From an optimization exercise on the open Yosys and OpenROAD flow, aimed at small area; shortcuts taken in it are not production practice.
Only simulation tests tie the RTL to the original design; equivalence was not proved.
Power is estimated from default activity; no workload was simulated.

[design/flow/run.sh]
#!/bin/bash
# synth_recipe.tcl (not shown) runs the flow's synth.tcl, then flattens the netlist and writes it again
# the make line also repeats each setting of config.mk as NAME=value (left out here)
make -C /OpenROAD-flow-scripts/flow DESIGN_CONFIG=/design/flow/config.mk WORK_HOME=/design/flow/orfs CLKGATE_MAP_FILE= SYNTH_SCRIPT=/design/flow/synth_recipe.tcl finish
[design/flow/config.mk]
export PLATFORM = sky130hd
export DESIGN_NAME = dualshock_top
export DESIGN_NICKNAME = dualshock_top
export VERILOG_FILES = /design/flow/design.v
export SDC_FILE = /design/flow/constraint.sdc
export NUM_CORES = 4
export LEC_CHECK = 0
export CAP_MARGIN = 20
export CORE_MARGIN = 2
export CORE_UTILIZATION = 40
export SLEW_MARGIN = 20
[design/flow/constraint.sdc]
create_clock -name core_clock -period 10.0 [get_ports {clk}]
set_input_delay 2.0000 -clock core_clock [delete_from_list [all_inputs] [get_ports {clk}]]
set_output_delay 2.0000 -clock core_clock [all_outputs]
set_load 0.01 [all_outputs]
[design/flow/design.v]
module seg7 (
    input logic [3:0] idat,
    output logic [6:0] odat
);
    always_comb begin
        case (idat)
            4'h0: odat = 7'b1000000;
            4'h1: odat = 7'b1111001;
            4'h2: odat = 7'b0100100;
            4'h3: odat = 7'b0110000;
            4'h4: odat = 7'b0011001;
            4'h5: odat = 7'b0010010;
            4'h6: odat = 7'b0000010;
            4'h7: odat = 7'b1011000;
            4'h8: odat = 7'b0000000;
            4'h9: odat = 7'b0010000;
            4'ha: odat = 7'b0001000;
            4'hb: odat = 7'b0000011;
            4'hc: odat = 7'b1000110;
            4'hd: odat = 7'b0100001;
            4'he: odat = 7'b0000110;
            4'hf: odat = 7'b0001110;
            default: odat = 7'b1111111;
        endcase
    end
endmodule
module buttons_decoder (
    input logic [15:0] pad_buttons,
    output logic [6:0] hex_left,
    output logic [6:0] hex_right,
    output logic [3:0] leds
);
    assign hex_left = {
        pad_buttons[4],      
        pad_buttons[10],     
        pad_buttons[7],      
        pad_buttons[6],      
        pad_buttons[5],      
        1'b1,
        pad_buttons[8]       
    };
    assign hex_right = {
        pad_buttons[12],     
        1'b1,
        pad_buttons[15],     
        pad_buttons[14],     
        pad_buttons[13],     
        pad_buttons[11],     
        pad_buttons[9]       
    };
    assign leds = ~{
        pad_buttons[1],      
        pad_buttons[2],      
        pad_buttons[0],      
        pad_buttons[3]       
    };
endmodule
module pad_driver (
    input  logic clk,                    
    input  logic reset,
    input  logic analog_mode,            
    input  logic vibrate_sub,            
    input  logic [7:0] vibrate,          
    input  logic dat,
    output logic cmd,
    output logic n_sel,
    output logic sclk,
    input  logic n_ack,
    output logic pad_connect,            
    output logic [15:0] pad_buttons,     
    output logic [7:0] pad_right_hori,   
    output logic [7:0] pad_right_vert,   
    output logic [7:0] pad_left_hori,    
    output logic [7:0] pad_left_vert     
);
    localparam logic [12:0] CTR_MAX = 13'd7999;
    logic [12:0] ctr;  
    logic [7:0] dat8;
    logic [7:0] cmd8;
    logic [3:0] byte_length;
    assign n_sel = (ctr[12:10] != 3'd0);
    always_ff @(posedge clk) begin
        if (reset) begin
            ctr <= 13'd0;
        end else begin
            ctr <= (ctr == CTR_MAX) ? 13'd0 : (ctr + 13'd1); 
        end
    end
    logic com_time;
    assign com_time = (~n_sel) & (ctr[5:4] == 2'b10) & (ctr[9:6] < byte_length);
    assign sclk = ~(ctr[0] & com_time);
    always_ff @(posedge clk) begin
        if (reset) begin
            dat8 <= 8'h0;
            cmd <= 1'b0;
        end else if (com_time) begin
            if (ctr[0]) begin
                dat8[ctr[3:1]] <= dat;
            end else begin
                cmd <= cmd8[ctr[3:1]];
            end
        end
    end
    logic [2:0] state;
    logic [7:0] id;
    logic id_incorrect, analog_mode_now, mode_change;
    assign pad_connect = (state != 3'h0);
    assign id_incorrect = ~((id == 8'h41) | (id == 8'h73));
    assign analog_mode_now = (id == 8'h73);
    assign mode_change = analog_mode ^ analog_mode_now;
    always_ff @(posedge clk) begin
        if (reset) begin
            state <= 3'h0;
        end else if (ctr == CTR_MAX) begin
            case (state)
                3'h0: state <= id_incorrect ? 3'h0 : 3'h1;
                3'h5: state <= (id_incorrect | mode_change) ? 3'h0 : 3'h5;
                default: state <= state + 3'h1;
            endcase
        end
    end
    always_comb begin
        case (state)
            3'h0: byte_length = 4'h5;
            3'h1: byte_length = analog_mode_now ? 4'h9 : 4'h5;
            3'h2: byte_length = 4'h9;
            3'h3: byte_length = 4'h9;
            3'h4: byte_length = 4'h9;
            3'h5: byte_length = analog_mode_now ? 4'h9 : 4'h5;
            default: byte_length = 4'h0;
        endcase
    end
    always_comb begin
        casez ({state, ctr[9:6]})
            7'h?0: cmd8 = 8'h01;
            7'h01: cmd8 = 8'h42;  
            7'h11: cmd8 = 8'h43;  
            7'h13: cmd8 = 8'h01;
            7'h21: cmd8 = 8'h44;  
            7'h23: cmd8 = {7'h0, analog_mode};
            7'h24: cmd8 = 8'h03;  
            7'h31: cmd8 = 8'h4d;  
            7'h34: cmd8 = 8'h01;
            7'h35: cmd8 = 8'hff;
            7'h36: cmd8 = 8'hff;
            7'h37: cmd8 = 8'hff;
            7'h38: cmd8 = 8'hff;
            7'h41: cmd8 = 8'h43;  
            7'h51: cmd8 = 8'h42;  
            7'h53: cmd8 = {7'h0, vibrate_sub};
            7'h54: cmd8 = vibrate;
            default: cmd8 = 8'h0;
        endcase
    end
    always_ff @(posedge clk) begin
        if (reset) begin
            id <= 8'h0;
            pad_buttons <= 16'hffff;
            pad_right_hori <= 8'h80;
            pad_right_vert <= 8'h80;
            pad_left_hori <= 8'h80;
            pad_left_vert <= 8'h80;
        end else if ((~n_sel) & (ctr[5:0] == 6'h3f)) begin
            case ({state, ctr[9:6]})
                7'h01: id <= dat8;
                7'h51: id <= dat8;
                7'h53: pad_buttons[7:0] <= dat8;
                7'h54: pad_buttons[15:8] <= dat8;
                7'h55: if (analog_mode_now) pad_right_hori <= dat8;
                7'h56: if (analog_mode_now) pad_right_vert <= dat8;
                7'h57: if (analog_mode_now) pad_left_hori <= dat8;
                7'h58: if (analog_mode_now) pad_left_vert <= dat8;
                default: ;
            endcase
        end else if (ctr == CTR_MAX) begin
            if (id_incorrect) begin
                pad_buttons <= 16'hffff;
                pad_right_hori <= 8'h80;
                pad_right_vert <= 8'h80;
                pad_left_hori <= 8'h80;
                pad_left_vert <= 8'h80;
            end else if (~analog_mode_now) begin
                pad_right_hori <= 8'h80;
                pad_right_vert <= 8'h80;
                pad_left_hori <= 8'h80;
                pad_left_vert <= 8'h80;
            end
        end
    end
endmodule
module dualshock_top (
    input logic clk,
    input logic n_reset,
    input logic dat,
    output logic cmd,
    output logic n_sel,
    output logic sclk,
    input logic n_ack,
    input logic n_vibrate_sub_on,
    input logic n_vibrate_on,
    input logic [7:0] vibrate,
    input logic analog_mode,
    input logic check_left_stick,
    output logic [6:0] hex0,
    output logic [6:0] hex1,
    output logic [6:0] hex2,
    output logic [6:0] hex3,
    output logic [6:0] hex4,
    output logic [6:0] hex5,
    output logic [9:0] led
);
    logic [15:0] pad_buttons;
    logic [7:0] pad_right_hori, pad_right_vert, pad_left_hori, pad_left_vert;
    logic pad_connect;
    assign led[9:4] =
        {pad_connect, ~n_vibrate_on, ~n_vibrate_sub_on, 3'h0};
    pad_driver pad_driver(
        .clk(clk),
        .reset(~n_reset),
        .analog_mode,
        .vibrate_sub(~n_vibrate_sub_on),
        .vibrate(n_vibrate_on ? 8'h0 : vibrate),
        .dat,
        .cmd,
        .n_sel,
        .sclk,
        .n_ack,
        .pad_connect,
        .pad_buttons,
        .pad_right_hori,
        .pad_right_vert,
        .pad_left_hori,
        .pad_left_vert
    );
    buttons_decoder buttons_decoder(
        .pad_buttons,
        .hex_left(hex1),
        .hex_right(hex0),
        .leds(led[3:0])
    );
    seg7 seg7_2(
        .idat(check_left_stick ? pad_left_hori[3:0] : pad_right_hori[3:0]),
        .odat(hex2)
    );
    seg7 seg7_3(
        .idat(check_left_stick ? pad_left_hori[7:4] : pad_right_hori[7:4]),
        .odat(hex3)
    );
    seg7 seg7_4(
        .idat(check_left_stick ? pad_left_vert[3:0] : pad_right_vert[3:0]),
        .odat(hex4)
    );
    seg7 seg7_5(
        .idat(check_left_stick ? pad_left_vert[7:4] : pad_right_vert[7:4]),
        .odat(hex5)
    );
endmodule
==> notes.md <==
kinds of logic (layout without fill, tap and decap cells):
group           after synthesis  count (layout)  synth area share (%)
buf+inv                      80             111                  7.33
xor+xnor                     13              13                  2.14
compound gates               80              80                  12.0
other cells                   2               5                 0.141
flops                        81              81                  30.5
mux                          91              91                  17.9
simple gates                220             220                  21.8
fa+ha+maj                    35              35                  8.23
registers in the layout, summed over array words and instances (netlist names):
register                   flops
pad_driver.pad_right_hori      8
pad_driver.cmd                 1
pad_driver.dat8                8
pad_driver.pad_right_vert      8
pad_driver.state               3
pad_driver.ctr                13
pad_driver.pad_left_vert       8
pad_driver.pad_buttons        16
pad_driver.id                  8
pad_driver.pad_left_hori       8
synthesized netlist by cell type, drive strengths merged, types with 2 or more instances:
cell type | n | area (µm²)
xor2 | 5 | 43.8
nand2 | 66 | 248
o32ai | 2 | 17.5
o21ai | 16 | 80.1
a31oi | 6 | 82.6
and3 | 3 | 18.8
a21boi | 6 | 45.0
xnor2 | 8 | 70.1
mux4 | 3 | 67.6
o22ai | 9 | 56.3
mux2 | 4 | 45.0
dfxtp | 81 | 1620
ha | 35 | 438
conb | 2 | 7.51
nor3 | 7 | 40.0
buf | 31 | 206
a211oi | 3 | 22.5
a2111oi | 2 | 17.5
clkbuf | 18 | 67.6
and2 | 11 | 68.8
inv | 31 | 116
or3 | 4 | 25.0
or2 | 10 | 62.6
o211ai | 2 | 15.0
nor2b | 42 | 263
a32o | 4 | 40.0
a21oi | 10 | 61.3
o41ai | 2 | 17.5
mux2i | 84 | 841
nor2 | 35 | 131
nor4 | 3 | 48.8
a22oi | 2 | 15.0
o221a | 2 | 22.5
o31ai | 7 | 80.1
nand3 | 18 | 90.1
nand2b | 6 | 37.5
nand4 | 9 | 56.3
area by class of cell:
class,count,area share [%]
clock buffers,12,4.28
clock inverters,3,0.763
inverters,31,1.87
multi-input cells,444,53.3
flip-flops and latches,81,26.0
well taps,176,3.53
repair buffers,65,10.2
report_power, final:
part,internal (mW),leakage (nW),switching (mW)
combinational,0.0142,1.84,0.0166
clock,0.214,0.155,0.132
sequential,0.324,0.654,0.00330
through the flow:
| stage | std cells | setup slack, ns | utilization [%] | total power [mW] |
|---|---|---|---|---|
| 2_1_floorplan | 605 | 4.18 | - | 0.356 |
| 3_3_place_gp | 797 | 2.69 | 45.1 | 0.365 |
| 3_5_place_dp | 797 | 3.43 | 45.0 | 0.365 |
| 4_1_cts | 812 | 3.42 | 47.4 | 0.715 |
| 5_1_grt | 812 | 3.25 | 47.4 | 0.732 |
| 6_report | 812 | 3.45 | 47.4 | 0.704 |
metal layers:
layer	routed length [µm]	vias up	track usage [%]
met2	5550	88	27.9
met5	0	-	0
li1	-	2128	-
met4	176	0	5.96
met3	445	12	2.87
met1	5510	2049	21.8
layout by cell type (no fill, tap or decap), types with 6 or more instances in the layout:
cell              n
mux2i_1          84
dfxtp_1          81
nand2_1          66
clkdlybuf4s50_1  62
nor2b_1          42
nor2_1           35
ha_1             35
inv_1            29
nand3_1          18
o21ai_0          15
and2_1           11
or2_2            10
nand4_1           9
a21oi_1           9
o22ai_1           9
clkbuf_16         9
xnor2_1           8
nor3_1            6
a21boi_0          6
nand2b_1          6
critical path, stage by stage:
cell and delay (ns):
buf_2 0.48, mux2i_1 0.65, inv_1 0.17, ha_1 0.29, mux4_2 0.47, clkdlybuf4s50_1 0.49
path summary, 6_finish.rpt:
| kind | end | slack [ns] | depth (start not counted) | start |
|---|---|---|---|---|
| max | hex5[3] | 3.45 | 6 | check_left_stick |
| min | pad_driver.pad_right_vert[7] | 0.47 | 2 | pad_driver.pad_right_vert[7] |
| max reg2reg | pad_driver.cmd | 6.32 | 9 | pad_driver.state[2] |
| min reg2reg | pad_driver.pad_right_vert[7] | 0.47 | 2 | pad_driver.pad_right_vert[7] |
==> qor.log <==
qor: timing.fin_crit_sh 65.5%
qor: critical_path.crit_path_start_kind input port
qor: die.rows 42
qor: timing.hold-worst-slack 0.470 ns
qor: detailed_routing.routed_wl 11700 µm
qor: cells_and_area.sequential_cell_area 1620 µm²
qor: place.routabilityCongestion 0.831
qor: place.dp_hpwl 8410 µm
qor: clock_tree.clkLatencyLatePin 0.34 ns
qor: power_and_ir_drop.ir_drop 0.0776 mV
qor: detailed_routing.route.detailed.wl_per_inst 14.4 µm
qor: clock_tree.cts-hold-fix-buffers 0
qor: cells_and_area.area_growth_synth_to_finish 17.1%
qor: clock_tree.cts_resized 0
qor: clock_tree.cts_buffer_depth 2
qor: detailed_routing.drc_errors 0
qor: place.port-buffer-count 64
qor: clock_tree.postCtsSetupBuffers 0
qor: timing.final-max-slew-violation-count 0
qor: clock_tree.ctsRootBufferMaster clkbuf_16
qor: die.initial_standard_cell_utilization_of_the_core 40.5%
qor: yosys.ys_async_sr_fraction 0%
qor: cells_and_area.design_area 6230 µm²
qor: yosys.synth_sequential_area_ratio 30.5%
qor: cells_and_area.design.final.nets 683
qor: timing.final-setup-viol-count 0
qor: timing.timing.max_slew.rel_slack 31.8%
qor: clock_tree.cts.htree.levels 3
qor: critical_path.timing.critical_path.arrival 4.55 ns
qor: yosys.syn_inst 602
qor: timing.period_needed 6.55 ns
qor: critical_path.setup.worst_path.class input port to primary output
qor: clock_tree.tritoncts built
qor: clock_tree.cts_num_sinks 81
qor: die.fp.dieArea 14200 µm²
qor: die.die_y 119 µm
qor: yosys.ys_types 60
qor: detailed_routing.firstDrtPassIters 4
qor: global_route.initial_antenna_violation_count 0
qor: cells_and_area.multi_input_area 3320 µm²
qor: hold_path.holdCritPathClass flip-flop to flip-flop
qor: cells_and_area.layout-drive-gt1-share 8.02%
qor: cells_and_area.fillerInstances 1266
qor: critical_path.critical_path.max_fanout 20
qor: power_and_ir_drop.leakage_power_of_the_design 2.65 nW
qor: timing.fin_skew 0.0114 ns
qor: global_route.grt_max_degree 74
qor: clock_tree.cts.clk_slew.worst_paths 0.06 ns
qor: clock_tree.numCtsBuffers 9
qor: flow_run.timing.max_cap.violations 0
qor: yosys.ys.flop_type dfxtp_1
qor: detailed_routing.vias 4277
qor: global_route.grt_pass1_vias 4014
qor: yosys.synth_edf_count 0
qor: yosys.flop_and_latch_count_out_of_synthesis 81
qor: power_and_ir_drop.power-per-cell-area 113 nW/µm²
qor: critical_path.worst_ep_required_time 8.00 ns
qor: yosys.post_synth_instance_area 5320 µm²
qor: yosys.synth.avg_cell_area 8.84 µm²
qor: detailed_routing.viasPerCell 5.27
qor: critical_path.cp-end-kind primary output
qor: die.io_pins 71
qor: timing.slew_at_the_pin_closest_to_its_max_slew_limit 0.994 ns
qor: timing.hold_violations 0
qor: timing.setup_repair_after_global_routing_missed_its_margin no
qor: die.die_w 119 µm
qor: yosys.synth-warning-count 2
qor: cells_and_area.n_antenna_cell 0
qor: global_route.gr-usage-all-layers 16.7%
qor: detailed_routing.antenna_left 0
qor: place.place_area 5920 µm²
qor: status.run_status no timing/DRC/antenna violations
qor: detailed_routing.first_iter_violations 238
qor: global_route.gr-total-overflow 0
qor: timing.final.setup.tns 0 ns
qor: timing.peak_freq 0.153 GHz
qor: die.core_area 13100 µm²
qor: global_route.grt_pass1_wl 19500 µm

==> separate check: timing with driven ports <==
How much do the figures lean on ideal ports? The routed layout below was timed once more, with nothing changed but the port constraints. Step 1, drivers: a clkbuf_16 drives clk and a buf_2 each remaining input, both assumed. Step 2, shift: input delay + t, output delay - t, t = (earliest + latest rising clock arrival at the registers) / 2. This alone moves slack from input paths to output paths. Slacks: ideal / step 1 / step 2; pairs: ideal / step 1.
t, ns: 0.371
setup slack, ns: 3.449 / 3.419 / 3.419
worst setup path after step 2: input to output
pins driven straight from the clock port: 1
After both steps setup and hold are still met in this run. For this run, drivers alone change the setup slack by -0.030 ns; drivers and shift together by -0.030 ns.
